What follows belongs to an exercise in optimizing a design on an open flow for small area, a short achievable clock period and few clock cycles; a production flow would make more cautious choices.
Only the layout flow was run in this run; the RTL was not checked for function there.

`flow/design.v`:
```
`default_nettype none
module seq_gcd (
	input  wire        clk,
	input  wire        rst_n,
	input  wire [31:0] la_write_a,
	input  wire [31:0] la_write_b,
	input  wire [31:0] a_i,
	input  wire [31:0] b_i,
	output wire [31:0] gcd_o,
	output wire [31:0] rdata,
	output reg         ready
);
	reg [31:0] a_q;
	reg [31:0] b_q;
	reg        busy;
	wire la_load = (&la_write_a) & (&la_write_b);
	genvar g;
	function [4:0] enc;
		input [31:0] t;
		integer i;
		begin
			enc = 5'd0;
			for (i = 1; i < 32; i = i + 1)
				if (!t[i]) enc = i[4:0];
		end
	endfunction
	wire [31:0] ab = a_q | b_q;
	wire [32:0] hk;
	wire [31:0] hk_s0 = ab[31:0];
	wire [31:0] hk_s1 = {hk_s0[31] | hk_s0[30], hk_s0[30], hk_s0[29] | hk_s0[28], hk_s0[28], hk_s0[27] | hk_s0[26], hk_s0[26], hk_s0[25] | hk_s0[24], hk_s0[24], hk_s0[23] | hk_s0[22], hk_s0[22], hk_s0[21] | hk_s0[20], hk_s0[20], hk_s0[19] | hk_s0[18], hk_s0[18], hk_s0[17] | hk_s0[16], hk_s0[16], hk_s0[15] | hk_s0[14], hk_s0[14], hk_s0[13] | hk_s0[12], hk_s0[12], hk_s0[11] | hk_s0[10], hk_s0[10], hk_s0[9] | hk_s0[8], hk_s0[8], hk_s0[7] | hk_s0[6], hk_s0[6], hk_s0[5] | hk_s0[4], hk_s0[4], hk_s0[3] | hk_s0[2], hk_s0[2], hk_s0[1] | hk_s0[0], hk_s0[0]};
	wire [31:0] hk_s2 = {hk_s1[31] | hk_s1[29], hk_s1[30] | hk_s1[29], hk_s1[29], hk_s1[28], hk_s1[27] | hk_s1[25], hk_s1[26] | hk_s1[25], hk_s1[25], hk_s1[24], hk_s1[23] | hk_s1[21], hk_s1[22] | hk_s1[21], hk_s1[21], hk_s1[20], hk_s1[19] | hk_s1[17], hk_s1[18] | hk_s1[17], hk_s1[17], hk_s1[16], hk_s1[15] | hk_s1[13], hk_s1[14] | hk_s1[13], hk_s1[13], hk_s1[12], hk_s1[11] | hk_s1[9], hk_s1[10] | hk_s1[9], hk_s1[9], hk_s1[8], hk_s1[7] | hk_s1[5], hk_s1[6] | hk_s1[5], hk_s1[5], hk_s1[4], hk_s1[3] | hk_s1[1], hk_s1[2] | hk_s1[1], hk_s1[1], hk_s1[0]};
	wire [31:0] hk_s3 = {hk_s2[31] | hk_s2[27], hk_s2[30] | hk_s2[27], hk_s2[29] | hk_s2[27], hk_s2[28] | hk_s2[27], hk_s2[27], hk_s2[26], hk_s2[25], hk_s2[24], hk_s2[23] | hk_s2[19], hk_s2[22] | hk_s2[19], hk_s2[21] | hk_s2[19], hk_s2[20] | hk_s2[19], hk_s2[19], hk_s2[18], hk_s2[17], hk_s2[16], hk_s2[15] | hk_s2[11], hk_s2[14] | hk_s2[11], hk_s2[13] | hk_s2[11], hk_s2[12] | hk_s2[11], hk_s2[11], hk_s2[10], hk_s2[9], hk_s2[8], hk_s2[7] | hk_s2[3], hk_s2[6] | hk_s2[3], hk_s2[5] | hk_s2[3], hk_s2[4] | hk_s2[3], hk_s2[3], hk_s2[2], hk_s2[1], hk_s2[0]};
	wire [31:0] hk_s4 = {hk_s3[31] | hk_s3[23], hk_s3[30] | hk_s3[23], hk_s3[29] | hk_s3[23], hk_s3[28] | hk_s3[23], hk_s3[27] | hk_s3[23], hk_s3[26] | hk_s3[23], hk_s3[25] | hk_s3[23], hk_s3[24] | hk_s3[23], hk_s3[23], hk_s3[22], hk_s3[21], hk_s3[20], hk_s3[19], hk_s3[18], hk_s3[17], hk_s3[16], hk_s3[15] | hk_s3[7], hk_s3[14] | hk_s3[7], hk_s3[13] | hk_s3[7], hk_s3[12] | hk_s3[7], hk_s3[11] | hk_s3[7], hk_s3[10] | hk_s3[7], hk_s3[9] | hk_s3[7], hk_s3[8] | hk_s3[7], hk_s3[7], hk_s3[6], hk_s3[5], hk_s3[4], hk_s3[3], hk_s3[2], hk_s3[1], hk_s3[0]};
	wire [31:0] hk_s5 = {hk_s4[31] | hk_s4[15], hk_s4[30] | hk_s4[15], hk_s4[29] | hk_s4[15], hk_s4[28] | hk_s4[15], hk_s4[27] | hk_s4[15], hk_s4[26] | hk_s4[15], hk_s4[25] | hk_s4[15], hk_s4[24] | hk_s4[15], hk_s4[23] | hk_s4[15], hk_s4[22] | hk_s4[15], hk_s4[21] | hk_s4[15], hk_s4[20] | hk_s4[15], hk_s4[19] | hk_s4[15], hk_s4[18] | hk_s4[15], hk_s4[17] | hk_s4[15], hk_s4[16] | hk_s4[15], hk_s4[15], hk_s4[14], hk_s4[13], hk_s4[12], hk_s4[11], hk_s4[10], hk_s4[9], hk_s4[8], hk_s4[7], hk_s4[6], hk_s4[5], hk_s4[4], hk_s4[3], hk_s4[2], hk_s4[1], hk_s4[0]};
	assign hk = {hk_s5, 1'b0};
	wire [31:0] low    = ab & ~hk[31:0];
	wire [4:0]  k      = enc(hk[31:0]);
	wire        a_lo   = |(a_q & low);
	wire        b_lo   = |(b_q & low);
	wire        a_zero = ~|a_q;
	wire        pre    = ~(a_lo & b_lo);
	wire        sel_b = a_lo | a_zero;
	wire [31:0] x0    = a_q & ~{32{pre & sel_b}};
	wire [31:0] y0    = b_q & ~{32{pre & ~sel_b}};
	wire [32:0] s0_v;
	wire [16:0] s0_c0;
	assign s0_c0[0] = 1'b1;
	generate for (g = 0; g < 16; g = g + 1) begin : g_s0_b0
		assign s0_v[g] = x0[g] ^ ~y0[g] ^ s0_c0[g];
		assign s0_c0[g+1] = (x0[g] & ~y0[g]) | ((x0[g] ^ ~y0[g]) & s0_c0[g]);
	end endgenerate
	wire s0_co0 = s0_c0[16];
	wire [16:0] s0_b1_0_c;
	wire [15:0] s0_b1_0_s;
	assign s0_b1_0_c[0] = 1'b0;
	generate for (g = 0; g < 16; g = g + 1) begin : g_s0_b1_0
		assign s0_b1_0_s[g] = x0[16+g] ^ ~y0[16+g] ^ s0_b1_0_c[g];
		assign s0_b1_0_c[g+1] = (x0[16+g] & ~y0[16+g]) | ((x0[16+g] ^ ~y0[16+g]) & s0_b1_0_c[g]);
	end endgenerate
	wire [16:0] s0_b1_1_c;
	wire [15:0] s0_b1_1_s;
	assign s0_b1_1_c[0] = 1'b1;
	generate for (g = 0; g < 16; g = g + 1) begin : g_s0_b1_1
		assign s0_b1_1_s[g] = x0[16+g] ^ ~y0[16+g] ^ s0_b1_1_c[g];
		assign s0_b1_1_c[g+1] = (x0[16+g] & ~y0[16+g]) | ((x0[16+g] ^ ~y0[16+g]) & s0_b1_1_c[g]);
	end endgenerate
	assign s0_v[31:16] = s0_co0 ? s0_b1_1_s : s0_b1_0_s;
	wire s0_co1 = s0_co0 ? s0_b1_1_c[16] : s0_b1_0_c[16];
	assign s0_v[32] = ~s0_co1;
	wire s0_neg = s0_v[32];
	wire [33:0] s0_h;
	wire [32:0] s0_h_s0 = s0_v[32:0];
	wire [32:0] s0_h_s1 = {s0_h_s0[32], s0_h_s0[31] | s0_h_s0[30], s0_h_s0[30], s0_h_s0[29] | s0_h_s0[28], s0_h_s0[28], s0_h_s0[27] | s0_h_s0[26], s0_h_s0[26], s0_h_s0[25] | s0_h_s0[24], s0_h_s0[24], s0_h_s0[23] | s0_h_s0[22], s0_h_s0[22], s0_h_s0[21] | s0_h_s0[20], s0_h_s0[20], s0_h_s0[19] | s0_h_s0[18], s0_h_s0[18], s0_h_s0[17] | s0_h_s0[16], s0_h_s0[16], s0_h_s0[15] | s0_h_s0[14], s0_h_s0[14], s0_h_s0[13] | s0_h_s0[12], s0_h_s0[12], s0_h_s0[11] | s0_h_s0[10], s0_h_s0[10], s0_h_s0[9] | s0_h_s0[8], s0_h_s0[8], s0_h_s0[7] | s0_h_s0[6], s0_h_s0[6], s0_h_s0[5] | s0_h_s0[4], s0_h_s0[4], s0_h_s0[3] | s0_h_s0[2], s0_h_s0[2], s0_h_s0[1] | s0_h_s0[0], s0_h_s0[0]};
	wire [32:0] s0_h_s2 = {s0_h_s1[32], s0_h_s1[31] | s0_h_s1[29], s0_h_s1[30] | s0_h_s1[29], s0_h_s1[29], s0_h_s1[28], s0_h_s1[27] | s0_h_s1[25], s0_h_s1[26] | s0_h_s1[25], s0_h_s1[25], s0_h_s1[24], s0_h_s1[23] | s0_h_s1[21], s0_h_s1[22] | s0_h_s1[21], s0_h_s1[21], s0_h_s1[20], s0_h_s1[19] | s0_h_s1[17], s0_h_s1[18] | s0_h_s1[17], s0_h_s1[17], s0_h_s1[16], s0_h_s1[15] | s0_h_s1[13], s0_h_s1[14] | s0_h_s1[13], s0_h_s1[13], s0_h_s1[12], s0_h_s1[11] | s0_h_s1[9], s0_h_s1[10] | s0_h_s1[9], s0_h_s1[9], s0_h_s1[8], s0_h_s1[7] | s0_h_s1[5], s0_h_s1[6] | s0_h_s1[5], s0_h_s1[5], s0_h_s1[4], s0_h_s1[3] | s0_h_s1[1], s0_h_s1[2] | s0_h_s1[1], s0_h_s1[1], s0_h_s1[0]};
	wire [32:0] s0_h_s3 = {s0_h_s2[32], s0_h_s2[31] | s0_h_s2[27], s0_h_s2[30] | s0_h_s2[27], s0_h_s2[29] | s0_h_s2[27], s0_h_s2[28] | s0_h_s2[27], s0_h_s2[27], s0_h_s2[26], s0_h_s2[25], s0_h_s2[24], s0_h_s2[23] | s0_h_s2[19], s0_h_s2[22] | s0_h_s2[19], s0_h_s2[21] | s0_h_s2[19], s0_h_s2[20] | s0_h_s2[19], s0_h_s2[19], s0_h_s2[18], s0_h_s2[17], s0_h_s2[16], s0_h_s2[15] | s0_h_s2[11], s0_h_s2[14] | s0_h_s2[11], s0_h_s2[13] | s0_h_s2[11], s0_h_s2[12] | s0_h_s2[11], s0_h_s2[11], s0_h_s2[10], s0_h_s2[9], s0_h_s2[8], s0_h_s2[7] | s0_h_s2[3], s0_h_s2[6] | s0_h_s2[3], s0_h_s2[5] | s0_h_s2[3], s0_h_s2[4] | s0_h_s2[3], s0_h_s2[3], s0_h_s2[2], s0_h_s2[1], s0_h_s2[0]};
	wire [32:0] s0_h_s4 = {s0_h_s3[32], s0_h_s3[31] | s0_h_s3[23], s0_h_s3[30] | s0_h_s3[23], s0_h_s3[29] | s0_h_s3[23], s0_h_s3[28] | s0_h_s3[23], s0_h_s3[27] | s0_h_s3[23], s0_h_s3[26] | s0_h_s3[23], s0_h_s3[25] | s0_h_s3[23], s0_h_s3[24] | s0_h_s3[23], s0_h_s3[23], s0_h_s3[22], s0_h_s3[21], s0_h_s3[20], s0_h_s3[19], s0_h_s3[18], s0_h_s3[17], s0_h_s3[16], s0_h_s3[15] | s0_h_s3[7], s0_h_s3[14] | s0_h_s3[7], s0_h_s3[13] | s0_h_s3[7], s0_h_s3[12] | s0_h_s3[7], s0_h_s3[11] | s0_h_s3[7], s0_h_s3[10] | s0_h_s3[7], s0_h_s3[9] | s0_h_s3[7], s0_h_s3[8] | s0_h_s3[7], s0_h_s3[7], s0_h_s3[6], s0_h_s3[5], s0_h_s3[4], s0_h_s3[3], s0_h_s3[2], s0_h_s3[1], s0_h_s3[0]};
	wire [32:0] s0_h_s5 = {s0_h_s4[32], s0_h_s4[31] | s0_h_s4[15], s0_h_s4[30] | s0_h_s4[15], s0_h_s4[29] | s0_h_s4[15], s0_h_s4[28] | s0_h_s4[15], s0_h_s4[27] | s0_h_s4[15], s0_h_s4[26] | s0_h_s4[15], s0_h_s4[25] | s0_h_s4[15], s0_h_s4[24] | s0_h_s4[15], s0_h_s4[23] | s0_h_s4[15], s0_h_s4[22] | s0_h_s4[15], s0_h_s4[21] | s0_h_s4[15], s0_h_s4[20] | s0_h_s4[15], s0_h_s4[19] | s0_h_s4[15], s0_h_s4[18] | s0_h_s4[15], s0_h_s4[17] | s0_h_s4[15], s0_h_s4[16] | s0_h_s4[15], s0_h_s4[15], s0_h_s4[14], s0_h_s4[13], s0_h_s4[12], s0_h_s4[11], s0_h_s4[10], s0_h_s4[9], s0_h_s4[8], s0_h_s4[7], s0_h_s4[6], s0_h_s4[5], s0_h_s4[4], s0_h_s4[3], s0_h_s4[2], s0_h_s4[1], s0_h_s4[0]};
	wire [32:0] s0_h_s6 = {s0_h_s5[32] | s0_h_s5[31], s0_h_s5[31], s0_h_s5[30], s0_h_s5[29], s0_h_s5[28], s0_h_s5[27], s0_h_s5[26], s0_h_s5[25], s0_h_s5[24], s0_h_s5[23], s0_h_s5[22], s0_h_s5[21], s0_h_s5[20], s0_h_s5[19], s0_h_s5[18], s0_h_s5[17], s0_h_s5[16], s0_h_s5[15], s0_h_s5[14], s0_h_s5[13], s0_h_s5[12], s0_h_s5[11], s0_h_s5[10], s0_h_s5[9], s0_h_s5[8], s0_h_s5[7], s0_h_s5[6], s0_h_s5[5], s0_h_s5[4], s0_h_s5[3], s0_h_s5[2], s0_h_s5[1], s0_h_s5[0]};
	assign s0_h = {s0_h_s6, 1'b0};
	wire        s0_zero = ~s0_h[33];
	wire [31:0] s0_u   = s0_v[31:0] ^ (s0_h[31:0] & {32{s0_neg}});
	wire [4:0]  s0_amt = enc(s0_h[31:0]) - k;
	wire [2:0]  s0_sh  = (|s0_amt[4:3]) ? {3{1'b1}} : s0_amt[2:0];
	wire [31:0] s0_n   = s0_u >> s0_sh;
	wire        s0_to_a = pre ? ~a_lo : ~s0_neg & ~s0_zero;
	wire        s0_done = pre ? (s0_zero | a_zero) : s0_zero;
	wire        act1    = ~s0_done;
	wire done = s0_done;
	always @(posedge clk) begin
		if (~busy | s0_to_a)  a_q <= busy ? s0_n : a_i;
		if (~busy | ~s0_to_a) b_q <= busy ? s0_n : b_i;
	end
	always @(posedge clk or negedge rst_n) begin
		if (~rst_n) begin
			busy  <= 1'b0;
			ready <= 1'b0;
		end else begin
			busy  <= busy ? ~done : la_load;
			ready <= busy & done;
		end
	end
	assign gcd_o = a_q;
	assign rdata = 32'd0;
endmodule
`default_nettype wire
```
`flow/flow/run.sh`:
```
#!/bin/bash
# The standard layout, with the port buffers made from the smallest buffer
# cell (buf_1) instead of buffer_ports' default choice.
set -euo pipefail
export BUFFER_PORTS_ARGS="-buffer_cell sky130_fd_sc_hd__buf_1"
bash standard.sh > flow.log 2>&1
```
`flow/standard.sh`:
```
#!/bin/bash
# synth_recipe.tcl (not shown) runs the flow's synth.tcl, then flattens the netlist and writes it again
# the make line also repeats each setting of config.mk as NAME=value (left out here)
make -C /OpenROAD-flow-scripts/flow DESIGN_CONFIG=/design/flow/config.mk WORK_HOME=/design/flow/orfs CLKGATE_MAP_FILE= SYNTH_SCRIPT=/design/flow/synth_recipe.tcl "${@:-finish}"
```
`flow/config.mk`:
```
export PLATFORM = sky130hd
export DESIGN_NAME = seq_gcd
export DESIGN_NICKNAME = seq_gcd
export VERILOG_FILES = /design/flow/design.v
export SDC_FILE = /design/flow/constraint.sdc
export NUM_CORES = 4
export LEC_CHECK = 0
export ABC_AREA = 1
export CAP_MARGIN = 20
export CORE_MARGIN = 2
export CORE_UTILIZATION = 50
export PLACE_DENSITY = 0.7
export SLEW_MARGIN = 20
```
`flow/constraint.sdc`:
```
create_clock -name core_clock -period 70.0 [get_ports {clk}]
set_input_delay 14.0000 -clock core_clock [delete_from_list [all_inputs] [get_ports {clk}]]
set_output_delay 14.0000 -clock core_clock [all_outputs]
set_load 0.01 [all_outputs]
```
==> results.sh <==
export IMPL_fin_crit_ps=20740
export IMPL_dr_pass1_iters=6
export IMPL_max_freq_mhz=48.23
export IMPL_tns_ps=0
export IMPL_cpPeakStageDelay_ps=570
export IMPL_die_h_microns=126.1
export IMPL_synth_ff_type="edfxtp_1"
export IMPL_synth_seq_cells=66
export IMPL_cp_max_fo=63
export IMPL_grt_pass1_wl_microns=38190
export IMPL_start_util_pct=51.30
export IMPL_netlist_instances=1071
export IMPL_async_flop_share_pct=3.030
export IMPL_cts_hold_buffers=0
export IMPL_groute_usage_overall_pct=30.91
export IMPL_final_max_slew_viol_count=0
export IMPL_cp_start_kind="register"
export IMPL_worstMarginPinSlew_ps=1070
export IMPL_worst_path_most_repeated_cell="fa_1"
export IMPL_initialDrtViolationCount=801
export IMPL_slew_headroom_pct=28.46
export IMPL_endpoint_kind="register"
export IMPL_synth_avg_cell_area_sq_um=6.962
export IMPL_cts_root_buf="clkbuf_16"
export IMPL_clockBufferDepth=2
export IMPL_wl_per_cell_microns=17.65
export IMPL_io_pins=195
export IMPL_yosysSeqAreaShare_pct=26.45
export IMPL_ant_nets=0
export IMPL_r2r_slack_ps=49260
export IMPL_fp_dieW_microns=126.1
export IMPL_syn_area_sq_mm=0.007456
export IMPL_tritoncts="done"
export IMPL_post_cts_buffers=0
export IMPL_cts_sinks=66
export IMPL_synth_distinct_cells=50
export IMPL_power_leakage_nw=3.682
export IMPL_syn_to_final_growth_pct=11.50
export IMPL_cts_buffers=9
export IMPL_die_area_sq_mm=0.01591
export IMPL_core_sq_mm=0.01453
export IMPL_grt_overflow_total=0
export IMPL_cp_data_arrival_time_ps=20820
export IMPL_routed_wirelength_microns=24760
export IMPL_post_route_util_pct=57.20
export IMPL_finalSetupViolations=0
export IMPL_hold_violations=0
export IMPL_critPathKind="register to register"
export IMPL_status="finished clean"
export IMPL_cp_slowest_cell="inv_2"
export IMPL_dp_hpwl_microns=19750
export IMPL_rsz0062_at_grt="no"
export IMPL_h_tree_depth=3
export IMPL_placed_cell_area_sq_mm=0.008045
export IMPL_ys_warn_count=1
export IMPL_min_path_type="register to register"
export IMPL_pwr_density_cell_mw_per_mm2=23.53
export IMPL_fill_cells=1485
export IMPL_drc=0
export IMPL_design_area_sq_mm=0.008313
export IMPL_antenna_found_initial=1
export IMPL_dr_total_vias=8081
export IMPL_required_ps=70090
export IMPL_port_buffers=162
export IMPL_pre_cts_ws_ps=49330
export IMPL_maxCapViolCount=0
export IMPL_cts_repair_resized=0
export IMPL_fp_row_count=44
export IMPL_synth_enable_flop_cells=64
export IMPL_clock_latency_ps=340
export IMPL_final_common_cell="nand2_1"
export IMPL_peakVddDrop_mv=0.01160
export IMPL_multi_input_area_sq_mm=0.004755
export IMPL_total_power_uw=195.6
export IMPL_seq_area_sq_mm=0.001972
export IMPL_final_cell_mix="288 x nand2_1, 201 x nand3_1, 162 x buf_1, 103 x inv_1, 64 x edfxtp_1"
export IMPL_grt_pass1_vias=7437
export IMPL_skew_ps=7.225
export IMPL_vias_per_cell=5.760
export IMPL_post_route_period_util_pct=29.62
export IMPL_setup_slack_ps=49260
export IMPL_clk_pin_slew_worst_paths_ps=60
export IMPL_grt_max_degree=68
export IMPL_place_gp_congestion=0.9575
export IMPL_drive_above_1_share_pct=5.419
export IMPL_fin_nets=1381
==> synth_stat cells (3+ instances only) <==
cell | number | area share [%]
a211oi_1 | 3 | 0.30
or2_1 | 5 | 0.42
o21ai_1 | 3 | 0.20
a21oi_1 | 42 | 2.8
xnor2_1 | 11 | 1.3
buf_2 | 24 | 1.6
clkbuf_1 | 8 | 0.40
nor4_1 | 14 | 1.2
xor2_1 | 22 | 2.6
edfxtp_1 | 64 | 26
buf_4 | 35 | 3.5
o21ai_0 | 26 | 1.7
inv_1 | 104 | 5.2
a21boi_1 | 4 | 0.40
o211ai_1 | 6 | 0.60
nand2_1 | 288 | 14
inv_2 | 9 | 0.45
nand4_1 | 29 | 2.4
nor2_1 | 58 | 2.9
nand3_1 | 201 | 13
nand2_2 | 3 | 0.25
a221oi_1 | 3 | 0.35
nor2_2 | 8 | 0.67
nor3_1 | 7 | 0.47
nor2_4 | 11 | 1.7
ha_1 | 7 | 1.2
fa_1 | 31 | 8.3
a31oi_1 | 3 | 0.25
o22ai_1 | 14 | 1.2
==> worst max-delay path: cells and delay by family (launching register included) <==
family,cells,cell delay (ps)
and+or+nand+nor,23,3370
xor gates and xnor gates,2,490
AOI/OAI and AO/OA,5,560
buffers and inverters,3,1100
DFF,1,480
adders and majority gates,32,14390
==> flip-flops by register name, summed over array words and instances, names as in the netlist <==
register / flops
busy: 1
b_q: 32
a_q: 32
ready: 1
==> metrics by stage <==
step                instances  hold slack (ps)
finish                   1403            878.1
global route             1403            899.6
CTS                      1402            878.9
detailed placement       1386            864.6
global placement         1386            851.8
floorplan                1102            673.7
==> cells by family after synthesis <==
group,share of synthesized area [%]
xor gates and xnor gates,4.095
buffers and inverters,11.38
DFF,26.45
and+or+nand+nor,39.81
other,0.05030
AOI/OAI and AO/OA,8.726
adders and majority gates,9.498
==> area by class of cell <==
type	count	area share, %
Clock inverter	5	0.3763
Multi-Input combinational cell	853	57.19
Clock buffer	11	2.800
Sequential cell	66	23.72
Antenna cell	1	0.03010
Inverter	114	5.163
Tap cell	184	2.769
Timing Repair Buffer	169	7.947
==> report_power, final <==
part	internal, mW	switching [mW]
combinational	0.0331	0.0722
clock	0.0239	0.0183
sequential	0.0454	0.00271
total	0.102	0.0932
==> final timing paths <==
path	startpoint	endpoint	depth (start not counted)
hold reg to reg	busy	b_q[26]	2
min in group asynchronous	rst_n	ready	1
hold / removal	busy	b_q[26]	2
max in group asynchronous	rst_n	busy	1
setup / recovery	a_q[0]	a_q[21]	65
setup reg to reg	a_q[0]	a_q[21]	65
==> metal layers <==
layer	routed length (microns)	GRT usage [%]	part of all wire, %	up-vias
li1	-	-	-	3846
met1	9763	41.41	39	3735
met2	11470	49.97	46	466
met3	2963	7.222	12	34
met4	556	9.502	2.2	0
met5	0	0	0	-

==> port drivers added, routing unchanged <==
In the flow no input, the clock included, has a driving cell. The finished layout below was timed again as built, in two steps.
Step 1: set_driving_cell puts a clkbuf_16 on clk and a buf_2 on each other input, an assumption about the parent block.
Step 2, shift: input delay + t, output delay - t, t = (earliest + latest rising clock arrival at the registers) / 2. This alone moves slack from input paths to output paths.
Three values: ideal ports, drivers, drivers and shift; two values: the first two.
t, ns: 0.380
slack for setup (ns): 49.265 / 49.265 / 49.265
latest minus earliest clock arrival (ns): 0.007 / 0.007
After both steps this run still meets setup and hold. The setup slack of this run moves by 0.000 ns with the drivers and by 0.000 ns with both steps.
